Background: an optimization exercise with open tools, aiming at small area, a short achievable clock period and few clock cycles. Do not read the settings as production practice. RTL that was checked went through simulation tests only; none was proved equivalent to the original. No driver is modelled on the clock port, so clock power and skew are understated where the tree is cut down; a real chip needs a root buffer or a tree. Power and IR drop assume default switching activity.

the reference run:
==> flow/design.v (excerpt) <==
module LBP(  clk,reset,gray_addr,gray_req,gray_ready,gray_data,lbp_addr,lbp_valid,lbp_data,finish );
Size in the first run: ~380 cells after synthesis, about 150 flip-flops, ~4600 sq um of cells after synthesis.
==> module LBP, before the edit <==
module LBP(  clk,reset,gray_addr,gray_req,gray_ready,gray_data,lbp_addr,lbp_valid,lbp_data,finish );
input           clk;
input           reset;
input           gray_ready;
input   [7:0]   gray_data;
output          gray_req;
output          lbp_valid;
output          finish;
output  [7:0]   lbp_data;
output  [13:0]  gray_addr;
output  [13:0]  lbp_addr;
reg             gray_req;    
reg             run;         
reg             lbp_valid;
reg             finish;
reg     [7:0]   lbp_data;
reg     [13:0]  lbp_addr;
reg     [6:0]   row;
reg     [6:0]   col;
reg     [2:0]   j;           
reg             eol;         
reg             lastrow;     
assign gray_addr = {row, col};
reg     [7:0]   p1, p2, p3, p4, p5, p6, p7, p8, p9;
reg     [2:0]   q1, q2, q3, q4, q5, q6, q7;
reg     [3:0]   q8;
reg     [4:0]   q9;
reg             b3;          
wire    [7:0]   x = gray_data;
wire            done = eol & lastrow & (col == 7'd127);
always @(posedge clk or posedge reset)
begin
    if (reset) begin
        gray_req  <= 1'b0;
        run       <= 1'b0;
        finish    <= 1'b0;
        lbp_valid <= 1'b0;
    end else begin
        lbp_valid <= run & (j[2] | j[1]) & (row[6:1] != 6'd0);
        if (run) begin
            if (done) begin
                gray_req <= 1'b0;
                run      <= 1'b0;
                finish   <= 1'b1;
            end
        end else if (gray_ready & ~finish) begin
            gray_req <= 1'b1;
            run      <= 1'b1;
        end
    end
end
always @(posedge clk)
begin
    if (~run) begin
        row     <= 7'd0;
        col     <= 7'd0;
        j       <= 3'd0;
        eol     <= 1'b0;
        lastrow <= 1'b0;
    end else begin
        j     <= j + 3'd1;
        eol   <= (j == 3'd6);
        if (eol) begin
            row     <= row + 7'd1;
            lastrow <= (row == 7'd126);
            col     <= lastrow ? col - 7'd1 : col - 7'd7;
        end else
            col     <= col + 7'd1;
    end
end
always @(posedge clk)
begin
    p1 <= x;  p2 <= p1; p3 <= p2; p4 <= p3; p5 <= p4;
    p6 <= p5; p7 <= p6; p8 <= p7; p9 <= p8;
    q1 <= {p7 >= x, p8 >= x, p9 >= x};
    q2 <= q1; q3 <= q2; q4 <= q3; q5 <= q4; q6 <= q5; q7 <= q6;
    q8 <= {x >= p7, q7};
    q9 <= {x >= p8, q8};
    b3 <= p9 >= p8;
    lbp_data <= {x >= p9, q9[4:3], p8 >= p9, b3, q9[2:0]};
    lbp_addr <= {row - 7'd1, col - 7'd1};
end
endmodule
export LEC_CHECK = 0
export CAP_MARGIN = 20
export CORE_MARGIN = 2
export CORE_UTILIZATION = 60
export SETUP_SLACK_MARGIN = 2.5
export SLEW_MARGIN = 20
create_clock -name core_clock -period 4.0 [get_ports {clk}]
standard.sh (not shown) runs the stock make flow with config.mk's settings and CLKGATE_MAP_FILE= SYNTH_SCRIPT=/design/flow/synth_recipe.tcl, a recipe that flattens the netlist after the stock synthesis.
==> flow/flow/run.sh <==
#!/bin/bash
HERE=$(cd "$(dirname "$0")" && pwd)
export PRE_CTS_TCL=$HERE/cts_manual.tcl
export CTS_MANUAL_NROOT=4
export CTS_MANUAL_NLEAF=2
export CTS_MANUAL_ROOTBUF=sky130_fd_sc_hd__clkbuf_16
export CTS_MANUAL_LEAFBUF=sky130_fd_sc_hd__clkbuf_16
export BUFFER_PORTS_ARGS="-buffer_cell sky130_fd_sc_hd__buf_2"
bash standard.sh > standard.log 2>&1
Other scripts of this flow, unchanged in this note and not shown: flow/flow/cts_manual.tcl
Testbench counts of the reference run, summed over its fixed seeds: cycles 258,060.
### the reference run -> the trial run
==> flow/design.v <==
`timescale 1ns/10ps
module LBP(  clk,reset,gray_addr,gray_req,gray_ready,gray_data,lbp_addr,lbp_valid,lbp_data,finish );
input           clk;
input           reset;
input           gray_ready;
input   [7:0]   gray_data;
output          gray_req;
output          lbp_valid;
output          finish;
output  [7:0]   lbp_data;
output  [13:0]  gray_addr;
output  [13:0]  lbp_addr;
reg             gray_req;    
reg             run;         
reg             vld;         
reg             lbp_valid;
reg             finish;
reg     [7:0]   lbp_data;
reg     [13:0]  lbp_addr;
reg     [6:0]   row;
reg     [6:0]   col;
reg     [2:0]   j;           
reg             eol;         
reg             lastrow;     
assign gray_addr = {row, col};
reg     [7:0]   p0, p1, p2, p3, p4, p5, p6, p7, p8, p9;
reg     [2:0]   q1, q2, q3, q4, q5, q6, q7;
reg     [3:0]   q8;
reg     [4:0]   q9;
reg             b3;          
wire            done = eol & lastrow & (col == 7'd127);
function [1:0] cmp;
    input [7:0] a;
    input [7:0] b;
    integer k;
    reg ge, le;
    begin
        ge = 1'b1;
        le = 1'b1;
        for (k = 0; k < 8; k = k + 1) begin
            ge = (a[k] & ~b[k]) | (a[k] & ge) | (~b[k] & ge);
            le = (b[k] & ~a[k]) | (b[k] & le) | (~a[k] & le);
        end
        cmp = {ge, le};
    end
endfunction
wire    [1:0]   c07 = cmp(p0, p7);      
wire    [1:0]   c08 = cmp(p0, p8);
wire    [1:0]   c09 = cmp(p0, p9);
wire    [1:0]   c89 = cmp(p8, p9);      
always @(posedge clk or posedge reset)
begin
    if (reset) begin
        gray_req  <= 1'b0;
        run       <= 1'b0;
        finish    <= 1'b0;
        vld       <= 1'b0;
        lbp_valid <= 1'b0;
    end else begin
        vld       <= run & (j[2] | j[1]) & (row[6:1] != 6'd0);
        lbp_valid <= vld;
        if (vld & ~run)      
            finish <= 1'b1;
        if (run) begin
            if (done) begin
                gray_req <= 1'b0;
                run      <= 1'b0;
            end
        end else if (gray_ready & ~finish & ~vld) begin
            gray_req <= 1'b1;
            run      <= 1'b1;
        end
    end
end
always @(posedge clk)
begin
    if (~run) begin
        row     <= 7'd0;
        col     <= 7'd0;
        j       <= 3'd0;
        eol     <= 1'b0;
        lastrow <= 1'b0;
    end else begin
        j     <= j + 3'd1;
        eol   <= (j == 3'd6);
        if (eol) begin
            row     <= row + 7'd1;
            lastrow <= (row == 7'd126);
            col     <= lastrow ? col - 7'd1 : col - 7'd7;
        end else
            col     <= col + 7'd1;
    end
end
always @(posedge clk)
begin
    p0 <= gray_data;
    p1 <= p0; p2 <= p1; p3 <= p2; p4 <= p3; p5 <= p4;
    p6 <= p5; p7 <= p6; p8 <= p7; p9 <= p8;
    q1 <= {c07[0], c08[0], c09[0]};
    q2 <= q1; q3 <= q2; q4 <= q3; q5 <= q4; q6 <= q5; q7 <= q6;
    q8 <= {c07[1], q7};
    q9 <= {c08[1], q8};
    b3 <= c89[0];
    lbp_data <= {c09[1], q9[4:3], c89[1], b3, q9[2:0]};
    if (j == 3'd0)
        lbp_addr <= {row - 7'd2, (row == 7'd0) ? col : col + 7'd6};
    else
        lbp_addr <= {row - 7'd1, col - 7'd2};
end
endmodule
--- outcome ---
The trial run vs. the reference run: design area went up by 8.5%.
The trial run against the reference run: effective utilization at floorplan decreased 0.28 points; logic depth of the worst setup path including buffers essentially unchanged; total area of multi-input combinational cells increased 4.7%; via count increased 398; fmax decreased 15%.
The reference run → the trial run: global routing usage on met3 fell by 0.30 points, part of the power in combinational logic fell by 1.3 points, clock period minus final worst setup slack rose by 0.29 ns, height of the die rose by 2.6%, cell count after synthesis rose by 34.
Against the reference run as the reference, the trial run delivers a higher number of nets produced by synthesis.
As of the trial run, clock power had risen by a few percent compared to the reference run.
Synthesized area, the trial run and the reference run: lower on the reference run
For the trial run, only the layout was checked, not whether the RTL still works. No run of this note takes its clock network from TritonCTS; it comes from the design's own scripts or RTL.

========
Starting RTL as in the previous note.
==> flow/config.mk <==
export PLATFORM = sky130hd
export DESIGN_NAME = LBP
export DESIGN_NICKNAME = LBP
export VERILOG_FILES = /design/flow/design.v
export SDC_FILE = /design/flow/constraint.sdc
export NUM_CORES = 4
export LEC_CHECK = 0
export CAP_MARGIN = 20
export CORE_MARGIN = 2
export CORE_UTILIZATION = 50
export SETUP_SLACK_MARGIN = 2.3
export SLEW_MARGIN = 20
==> flow/constraint.sdc <==
create_clock -name core_clock -period 4.0 [get_ports {clk}]
set_input_delay 0.8000 -clock core_clock [delete_from_list [all_inputs] [get_ports {clk}]]
set_output_delay 0.8000 -clock core_clock [all_outputs]
set_load 0.01 [all_outputs]
==> flow/flow/run.sh <==
#!/bin/bash
HERE=$(cd "$(dirname "$0")" && pwd)
export PRE_CTS_TCL=$HERE/cts_manual.tcl
export CTS_MANUAL_NROOT=4
export CTS_MANUAL_NLEAF=2
export CTS_MANUAL_ROOTBUF=sky130_fd_sc_hd__clkbuf_8
export CTS_MANUAL_LEAFBUF=sky130_fd_sc_hd__clkbuf_8
export BUFFER_PORTS_ARGS="-buffer_cell sky130_fd_sc_hd__buf_2"
bash standard.sh > standard.log 2>&1
Other scripts of this flow, unchanged in this note and not shown: flow/flow/cts_manual.tcl
Testbench counts at the start, summed over its fixed seeds: cycles 258,060.
Then changed:
--- a/flow/design.v
+++ b/flow/design.v
@@ -24,9 +24,20 @@
 assign gray_addr = {row, col};
 reg     [7:0]   p1, p2, p3, p4, p5, p6, p7, p8, p9;
-reg     [2:0]   q1, q2, q3, q4, q5, q6, q7;
-reg     [3:0]   q8;
-reg     [4:0]   q9;
+reg             q1;
+reg     [2:0]   q2, q3, q4, q5, q6, q7, q8;
+reg     [3:0]   q9;
 reg             b3;          
 wire    [7:0]   x = gray_data;
+function [1:0] cmpl;
+    input [7:0] a;
+    input [7:0] b;
+    reg hgt, hlt, lge, lle;
+    begin
+        hgt = a[7:4] > b[7:4]; hlt = a[7:4] < b[7:4];
+        lge = a[3:0] >= b[3:0]; lle = a[3:0] <= b[3:0];
+        cmpl = {hgt | (~hlt & lge), hlt | (~hgt & lle)};
+    end
+endfunction
+wire    [1:0]   cx9 = cmpl(x, p9);      
 wire            done = eol & lastrow & (col == 7'd127);
 always @(posedge clk or posedge reset)
@@ -74,10 +85,10 @@
     p1 <= x;  p2 <= p1; p3 <= p2; p4 <= p3; p5 <= p4;
     p6 <= p5; p7 <= p6; p8 <= p7; p9 <= p8;
-    q1 <= {p7 >= x, p8 >= x, p9 >= x};
-    q2 <= q1; q3 <= q2; q4 <= q3; q5 <= q4; q6 <= q5; q7 <= q6;
-    q8 <= {x >= p7, q7};
-    q9 <= {x >= p8, q8};
+    q1 <= cx9[0];
+    q2 <= {p8 >= p1, p9 >= p1, q1};
+    q3 <= q2; q4 <= q3; q5 <= q4; q6 <= q5; q7 <= q6; q8 <= q7;
+    q9 <= {p1 >= p8, q8};
     b3 <= p9 >= p8;
-    lbp_data <= {x >= p9, q9[4:3], p8 >= p9, b3, q9[2:0]};
+    lbp_data <= {cx9[1], p1 >= p9, q9[3], p8 >= p9, b3, q9[2:0]};
     lbp_addr <= {row - 7'd1, col - 7'd1};
 end
The changed run produced a clean layout.
Sequential power is lower by about 3%.
First-iteration DRC count increases by 47%.
Worst setup slack is worse by 7.9 ps.
Global-route usage came out lower by 0.49 points.
Wire length shrinks by 6.0%.
Via count went down by 3.2%.
Critical path depth stays the same.
Cell area goes down by 3.4%.
Testbench counts after the change, summed over its fixed seeds: cycles 258,060.
No run of this note takes its clock network from TritonCTS; it comes from the design's own scripts or RTL.

-- what the ideal ports hide --
How much do the figures lean on ideal ports? The routed layouts below were timed once more, with nothing changed but the port constraints.
Step 1 assumes that a clkbuf_16 drives the clock port and a buf_2 every other input.
Step 2, shift: input delay + t, output delay - t, t = (earliest + latest rising clock arrival at the registers) / 2. This alone moves slack from input paths to output paths.
a / b / c = no drivers / after step 1 / after step 2; a / b = the first two.
| run | t (ns) | slack for setup (ns) | latest minus earliest clock arrival (ns) | worst register clock-pin slew, ns |
|---|---|---|---|---|
| the reference run | 0.345 | 2.344 / 2.338 / 2.041 | 0.007 / 0.008 | 0.07 / 0.07 |
| the trial run | 0.347 | 2.056 / 2.056 / 2.056 | 0.007 / 0.007 | 0.08 / 0.08 |
| the first run of note 2 | 0.339 | 2.341 / 2.278 / 2.051 | 0.013 / 0.012 | 0.10 / 0.10 |
| the second run of note 2 | 0.339 | 2.333 / 2.273 / 2.188 | 0.019 / 0.020 | 0.11 / 0.11 |
After both steps every run listed still meets setup and hold. The setup slack of the reference run, which loses most, moves by -0.006 ns with the drivers and by -0.303 ns with both steps.
